What follows belongs to an exercise in optimizing a design on an open flow for small area and a short achievable clock period; a production flow would make more cautious choices. Only simulation tests tie the RTL to the original design; equivalence was not proved. Power figures rest on the tool's default switching activity, not on a simulated workload.

==> flow/design.v <==
module processorPipe(
    input clk,
    input rst,
    input [15:0] instr_in,
    output [15:0] pc_out,
    output [15:0] alu_res,
    output memWrite,
    output regWrite,
    output [15:0] rf_WD,
    output [15:0] alu_b,
    output [15:0] read_rs,
    output [15:0] data_out,
    output [15:0] data_in
);
    integer i, k;
    reg [4:0] pc_q;    
    always @(posedge clk or posedge rst) begin
        if (rst)
            pc_q <= 5'd0;
        else
            pc_q <= pc_q + 5'd1;
    end
    assign pc_out = {10'd0, pc_q, 1'b0};
    wire [3:0] op_f = instr_in[15:12];
    wire alu_src_f = (op_f == 4'b0001) | (op_f == 4'b0010) | (op_f == 4'b1000) | (op_f == 4'b1010);
    wire sub_f = (op_f == 4'b0010) | (op_f == 4'b1100) |
                 ((op_f == 4'b0000) & (instr_in[2:1] == 2'b11));
    reg [15:0] ir;
    reg [7:1]  rs_oh, rt_oh;    
    reg        alu_src_d, sub_d;
    always @(posedge clk) begin
        ir <= instr_in;
        for (i = 1; i < 8; i = i + 1) begin
            rs_oh[i] <= (instr_in[11:9] == i[2:0]);
            rt_oh[i] <= (instr_in[8:6] == i[2:0]);
        end
        alu_src_d <= alu_src_f;
        sub_d <= sub_f;
    end
    wire [3:0] op = ir[15:12];
    wire [2:0] rt = ir[8:6];
    wire [2:0] rd = ir[5:3];
    wire [2:0] fn = ir[2:0];
    reg [2:0] alu_ctrl_d;
    reg       reg_dst_d, mem_to_reg_d, mem_write_d, reg_write_d;
    always @(*) begin
        reg_dst_d = 1'b0;
        mem_to_reg_d = 1'b0;
        mem_write_d = 1'b0;
        reg_write_d = 1'b0;
        alu_ctrl_d = 3'b010;
        case (op)
            4'b0000: begin reg_dst_d = 1'b1; reg_write_d = 1'b1; alu_ctrl_d = fn; end
            4'b0001: begin reg_write_d = 1'b1; end
            4'b0010: begin reg_write_d = 1'b1; alu_ctrl_d = 3'b110; end
            4'b1000: begin reg_write_d = 1'b1; mem_to_reg_d = 1'b1; end
            4'b1010: begin mem_write_d = 1'b1; end
            4'b1100: begin alu_ctrl_d = 3'b110; end
            default: ;
        endcase
    end
    reg [16*8-1:0] rf;    
    reg [15:0] rs_val, rt_val;
    always @(*) begin
        rs_val = 16'd0;
        rt_val = 16'd0;
        for (i = 1; i < 8; i = i + 1) begin
            rs_val = rs_val | (rf[16*i +: 16] & {16{rs_oh[i]}});
            rt_val = rt_val | (rf[16*i +: 16] & {16{rt_oh[i]}});
        end
    end
    wire [15:0] imm_ext = {{10{ir[5]}}, ir[5:0]};
    wire [15:0] b_d = alu_src_d ? imm_ext : rt_val;
    wire [15:0] bx_d = b_d ^ {16{sub_d}};    
    reg [15:0] ex_a, ex_b, ex_s, ex_p, ex_g;
    reg [2:0]  ex_ctrl;
    reg        ex_sub, ex_mem_write, ex_reg_write, ex_mem_to_reg;
    reg [2:0]  ex_wreg;
    always @(posedge clk) begin
        ex_a <= rs_val;
        ex_b <= b_d;
        ex_s <= rt_val;
        ex_p <= rs_val ^ bx_d;
        ex_g <= rs_val & bx_d;
        ex_ctrl <= alu_ctrl_d;
        ex_sub <= sub_d;
        ex_mem_write <= mem_write_d;
        ex_reg_write <= reg_write_d;
        ex_mem_to_reg <= mem_to_reg_d;
        ex_wreg <= reg_dst_d ? rd : rt;
    end
    assign read_rs = ex_a;
    assign alu_b = ex_b;
    wire [15:0] ex_t = ex_g | ex_p;
    reg [15:0] gg, pp, ng, np;
    reg [16:0] cy;
    always @(*) begin
        gg = ex_g;
        pp = ex_t;
        gg[0] = ex_g[0] | (ex_t[0] & ex_sub);
        for (k = 1; k < 16; k = 2 * k) begin
            ng = gg;
            np = pp;
            for (i = k; i < 16; i = i + 1) begin
                ng[i] = gg[i] | (pp[i] & gg[i - k]);
                np[i] = pp[i] & pp[i - k];
            end
            gg = ng;
            pp = np;
        end
        cy = {gg, ex_sub};
    end
    wire [15:0] sum = ex_p ^ cy[15:0];
    wire slt = ex_p[15] ? sum[15] : ex_a[15];
    wire [15:0] lor = ex_t;
    reg [15:0] alu_out;
    always @(*) begin
        case (ex_ctrl)
            3'b000: alu_out = ex_g;
            3'b001: alu_out = lor;
            3'b010: alu_out = sum;
            3'b011: alu_out = ex_p;
            3'b100: alu_out = ~lor;
            3'b110: alu_out = sum;
            3'b111: alu_out = {15'd0, slt};
            default: alu_out = 16'd0;
        endcase
    end
    reg hz_arith, hz_x;
    always @(*) begin
        hz_arith = (ex_p[6] == cy[6]);
        for (i = 7; i < 16; i = i + 1)
            hz_arith = hz_arith & (ex_p[i] == ex_t[i - 1]);
        case (ex_ctrl)
            3'b000: hz_x = ~|ex_g[15:6];
            3'b001: hz_x = ~|ex_t[15:6];
            3'b011: hz_x = ~|ex_p[15:6];
            3'b100: hz_x = &ex_t[15:6];
            3'b010, 3'b110: hz_x = hz_arith;
            default: hz_x = 1'b1;
        endcase
    end
    wire wr_ok_x = ex_mem_write & hz_arith & (sum[5:0] >= 6'd5) & (sum[5:0] <= 6'd62);
    wire is_arith = (ex_ctrl == 3'b010) | (ex_ctrl == 3'b110);
    reg [5:1] lres;    
    always @(*) begin
        case (ex_ctrl)
            3'b000: lres = ex_g[5:1];
            3'b001: lres = ex_t[5:1];
            3'b011: lres = ex_p[5:1];
            3'b100: lres = ~ex_t[5:1];
            default: lres = 5'd0;
        endcase
    end
    function match;
        input integer bb;
        input v, w;
        match = ((ex_p[bb] ^ v) == (w ? ex_g[bb - 1] : ex_t[bb - 1]));
    endfunction
    reg [7:0] o_lo_x;
    reg [3:0] o_hi_x;
    reg [2:0] kk;
    always @(*) begin
        for (k = 0; k < 8; k = k + 1) begin
            kk = k[2:0];
            o_lo_x[k] = is_arith ? (((ex_p[1] ^ kk[0]) == cy[1]) & match(2, kk[1], kk[0])
                                    & match(3, kk[2], kk[1]))
                                 : (lres[3:1] == kk);
        end
        for (k = 0; k < 4; k = k + 1) begin
            kk = k[2:0];
            o_hi_x[k] = is_arith ? (((ex_p[4] ^ kk[0]) == cy[4]) & match(5, kk[1], kk[0]))
                                 : (lres[5:4] == kk[1:0]);
        end
    end
    wire cy_lo = alu_out[0];
    wire cy_hi = alu_out[0] & alu_out[1] & alu_out[2] & alu_out[3];
    wire [7:0] e_lo_x = cy_lo ? {o_lo_x[6:0], o_lo_x[7]} : o_lo_x;
    wire [3:0] e_hi_x = cy_hi ? {o_hi_x[2:0], o_hi_x[3]} : o_hi_x;
    reg [15:0] m_res, m_s;
    reg        m_mem_write, m_reg_write, m_mem_to_reg;
    reg [2:0]  m_wreg;
    reg [7:0]  o_lo, e_lo;
    reg [3:0]  o_hi, e_hi;
    reg        m_a0n;    
    reg        m_hz;     
    reg        m_wr_ok;  
    always @(posedge clk) begin
        m_hz <= hz_x;
        m_wr_ok <= wr_ok_x;
        m_res <= alu_out;
        o_lo <= o_lo_x;
        e_lo <= e_lo_x;
        o_hi <= o_hi_x;
        e_hi <= e_hi_x;
        m_a0n <= ~alu_out[0];
        m_s <= ex_s;
        m_mem_write <= ex_mem_write;
        m_reg_write <= ex_reg_write;
        m_mem_to_reg <= ex_mem_to_reg;
        m_wreg <= ex_wreg;
    end
    assign alu_res = m_res;
    assign memWrite = m_mem_write;
    assign data_in = m_s;
    reg [8*32-1:0] mem_e;    
    reg [8*32-1:0] mem_o;    
    wire [5:0] a = m_res[5:0];
    wire a0 = ~m_a0n;
    wire rd_ok = m_hz & (a != 6'd63);
    wire wr_ok = m_wr_ok;
    wire [8*32-1:0] bank_e = {mem_e[8*32-1:8*3], 8'h01, 8'h22, 8'h12};
    wire [8*32-1:0] bank_o = {mem_o[8*32-1:8*2], 8'h20, 8'h02};
    reg [7:0] rd_e, rd_o, grp_e, grp_o;
    integer j, h;
    always @(*) begin
        rd_e = 8'd0;
        rd_o = 8'd0;
        for (h = 0; h < 4; h = h + 1) begin
            grp_e = 8'd0;
            grp_o = 8'd0;
            for (j = 0; j < 8; j = j + 1) begin
                grp_e = grp_e | (bank_e[8*(8*h+j) +: 8] & {8{e_lo[j]}});
                grp_o = grp_o | (bank_o[8*(8*h+j) +: 8] & {8{o_lo[j]}});
            end
            rd_e = rd_e | (grp_e & {8{e_hi[h]}});
            rd_o = rd_o | (grp_o & {8{o_hi[h]}});
        end
    end
    wire s_o_lo = rd_ok & a0;      
    wire s_e_lo = rd_ok & ~a0;     
    wire [15:0] mem_rd = {({8{s_e_lo}} & rd_o) | ({8{s_o_lo}} & rd_e),
                          ({8{s_o_lo}} & rd_o) | ({8{s_e_lo}} & rd_e)};
    wire w_o_lo = m_mem_to_reg & s_o_lo;
    wire w_e_lo = m_mem_to_reg & s_e_lo;
    wire [15:0] wd_m = {16{~m_mem_to_reg}} & m_res;
    wire [15:0] wd_x = {({8{w_e_lo}} & rd_o) | ({8{w_o_lo}} & rd_e) | wd_m[15:8],
                        ({8{w_o_lo}} & rd_o) | ({8{w_e_lo}} & rd_e) | wd_m[7:0]};
    wire [3:0] wen_e = e_hi & {4{wr_ok}};
    wire [3:0] wen_o = o_hi & {4{wr_ok}};
    wire [7:0] wd_e = a0 ? m_s[15:8] : m_s[7:0];
    wire [7:0] wd_o = a0 ? m_s[7:0] : m_s[15:8];
    always @(posedge clk) begin
        for (j = 3; j < 32; j = j + 1)
            if (wen_e[j / 8] & e_lo[j % 8])
                mem_e[8*j +: 8] <= wd_e;
        for (j = 2; j < 32; j = j + 1)
            if (wen_o[j / 8] & o_lo[j % 8])
                mem_o[8*j +: 8] <= wd_o;
    end
    reg [15:0] w_data, w_wd;
    reg        w_reg_write;
    reg [2:0]  w_wreg;
    always @(posedge clk) begin
        w_data <= mem_rd;
        w_wd <= wd_x;
        w_reg_write <= m_reg_write;
        w_wreg <= m_wreg;
    end
    assign data_out = w_data;
    assign rf_WD = w_wd;
    assign regWrite = w_reg_write;
    always @(posedge clk) begin
        for (i = 1; i < 8; i = i + 1)
            if (w_reg_write & (w_wreg == i[2:0]))
                rf[16*i +: 16] <= w_wd;
    end
endmodule
Settings: LEC_CHECK=0, CAP_MARGIN=20, CORE_MARGIN=2, CORE_UTILIZATION=50, CTS_CLUSTER_DIAMETER=60, CTS_CLUSTER_SIZE=30, PLACE_DENSITY=0.6, SETUP_SLACK_MARGIN=3.2, SLEW_MARGIN=20; clock period 5.5 ns.
standard.sh (not shown) runs the stock make flow with config.mk's settings and CLKGATE_MAP_FILE= SYNTH_SCRIPT=/design/flow/synth_recipe.tcl, a recipe that flattens the netlist after the stock synthesis.
==> flow/flow/run.sh <==
#!/bin/bash
# Layout flow: the standard ORFS flow (standard.sh, standard synthesis
# unchanged), with clock tree synthesis told not to insert dummy loads and
# the port buffers made plain buf_2 cells instead of delay buffers.
set -euo pipefail
export CTS_ARGS="-sink_clustering_enable -repair_clock_nets -dont_use_dummy_load -sink_clustering_size 30 -sink_clustering_max_diameter 60"
export BUFFER_PORTS_ARGS="-buffer_cell sky130_fd_sc_hd__buf_2"
bash standard.sh > standard_flow.log 2>&1
Change:
--- a/flow/design.v
+++ b/flow/design.v
@@ -72,18 +72,22 @@
     wire [15:0] imm_ext = {{10{ir[5]}}, ir[5:0]};
     wire [15:0] b_d = alu_src_d ? imm_ext : rt_val;
     wire [15:0] bx_d = b_d ^ {16{sub_d}};    
     reg [15:0] ex_a, ex_b, ex_s, ex_p, ex_g;
-    reg [2:0]  ex_ctrl;
+    reg        ex_op_sum, ex_op_slt, ex_lp, ex_lg, ex_ln;
     reg        ex_sub, ex_mem_write, ex_reg_write, ex_mem_to_reg;
     reg [2:0]  ex_wreg;
     always @(posedge clk) begin
         ex_a <= rs_val;
         ex_b <= b_d;
         ex_s <= rt_val;
         ex_p <= rs_val ^ bx_d;
         ex_g <= rs_val & bx_d;
-        ex_ctrl <= alu_ctrl_d;
+        ex_op_sum <= (alu_ctrl_d == 3'b010) | (alu_ctrl_d == 3'b110);
+        ex_op_slt <= (alu_ctrl_d == 3'b111);
+        ex_lp <= (alu_ctrl_d == 3'b001) | (alu_ctrl_d == 3'b011);
+        ex_lg <= (alu_ctrl_d == 3'b000) | (alu_ctrl_d == 3'b001);
+        ex_ln <= (alu_ctrl_d == 3'b100);
         ex_sub <= sub_d;
         ex_mem_write <= mem_write_d;
         ex_reg_write <= reg_write_d;
         ex_mem_to_reg <= mem_to_reg_d;
@@ -111,48 +115,20 @@
         cy = {gg, ex_sub};
     end
     wire [15:0] sum = ex_p ^ cy[15:0];
     wire slt = ex_p[15] ? sum[15] : ex_a[15];
-    wire [15:0] lor = ex_t;
-    reg [15:0] alu_out;
-    always @(*) begin
-        case (ex_ctrl)
-            3'b000: alu_out = ex_g;
-            3'b001: alu_out = lor;
-            3'b010: alu_out = sum;
-            3'b011: alu_out = ex_p;
-            3'b100: alu_out = ~lor;
-            3'b110: alu_out = sum;
-            3'b111: alu_out = {15'd0, slt};
-            default: alu_out = 16'd0;
-        endcase
-    end
+    wire [15:0] lres_all = ({16{ex_lp}} & ex_p) | ({16{ex_lg}} & ex_g) | ({16{ex_ln}} & ~ex_t);
+    wire [15:0] alu_out = ({16{ex_op_sum}} & sum) | lres_all | {15'd0, ex_op_slt & slt};
     reg hz_arith, hz_x;
     always @(*) begin
         hz_arith = (ex_p[6] == cy[6]);
         for (i = 7; i < 16; i = i + 1)
             hz_arith = hz_arith & (ex_p[i] == ex_t[i - 1]);
-        case (ex_ctrl)
-            3'b000: hz_x = ~|ex_g[15:6];
-            3'b001: hz_x = ~|ex_t[15:6];
-            3'b011: hz_x = ~|ex_p[15:6];
-            3'b100: hz_x = &ex_t[15:6];
-            3'b010, 3'b110: hz_x = hz_arith;
-            default: hz_x = 1'b1;
-        endcase
+        hz_x = ex_op_sum ? hz_arith : ~|lres_all[15:6];
     end
     wire wr_ok_x = ex_mem_write & hz_arith & (sum[5:0] >= 6'd5) & (sum[5:0] <= 6'd62);
-    wire is_arith = (ex_ctrl == 3'b010) | (ex_ctrl == 3'b110);
-    reg [5:1] lres;    
-    always @(*) begin
-        case (ex_ctrl)
-            3'b000: lres = ex_g[5:1];
-            3'b001: lres = ex_t[5:1];
-            3'b011: lres = ex_p[5:1];
-            3'b100: lres = ~ex_t[5:1];
-            default: lres = 5'd0;
-        endcase
-    end
+    wire is_arith = ex_op_sum;
+    wire [5:1] lres = lres_all[5:1];    
     function match;
         input integer bb;
         input v, w;
         match = ((ex_p[bb] ^ v) == (w ? ex_g[bb - 1] : ex_t[bb - 1]));
- area after synthesis is about the same
- first-iteration DRC count rises by 14%
- worst hold slack hardly moves
- die area hardly moves
- setup slack gains 0.034 ns
- sequential cell count rises by 2
- power stays flat
- final cell count falls by 1.5%
- routed wire length rises by 2.1%
- clock-buffer cell count falls by 1
- via count falls by 0.47%

## re-timing with driven ports
In the flow no input, the clock included, has a driving cell. The finished layouts below were timed again as built, in two steps.
Step 1, drivers: a clkbuf_16 drives clk and a buf_2 each remaining input, both assumed.
Step 2 adds t to the input delays and takes it off the output delays; t is the mean of the earliest and latest rising clock arrival at the registers after step 1. Input paths then give back, and output paths get back, about the clock's delay inside the block.
Slacks: ideal / step 1 / step 2; pairs: ideal / step 1.
| run | t (ns) | setup slack, ns | worst setup path at the end | clock arrival spread, ns | worst register clock-pin slew, ns |
|---|---|---|---|---|---|
| the first run | 0.650 | 3.163 / 3.147 / 3.163 | register to register | 0.087 / 0.087 | 0.11 / 0.11 |
| the second run | 0.647 | 3.198 / 3.137 / 3.209 | register to register | 0.096 / 0.096 | 0.11 / 0.11 |
After both steps setup and hold are still met in every run listed.
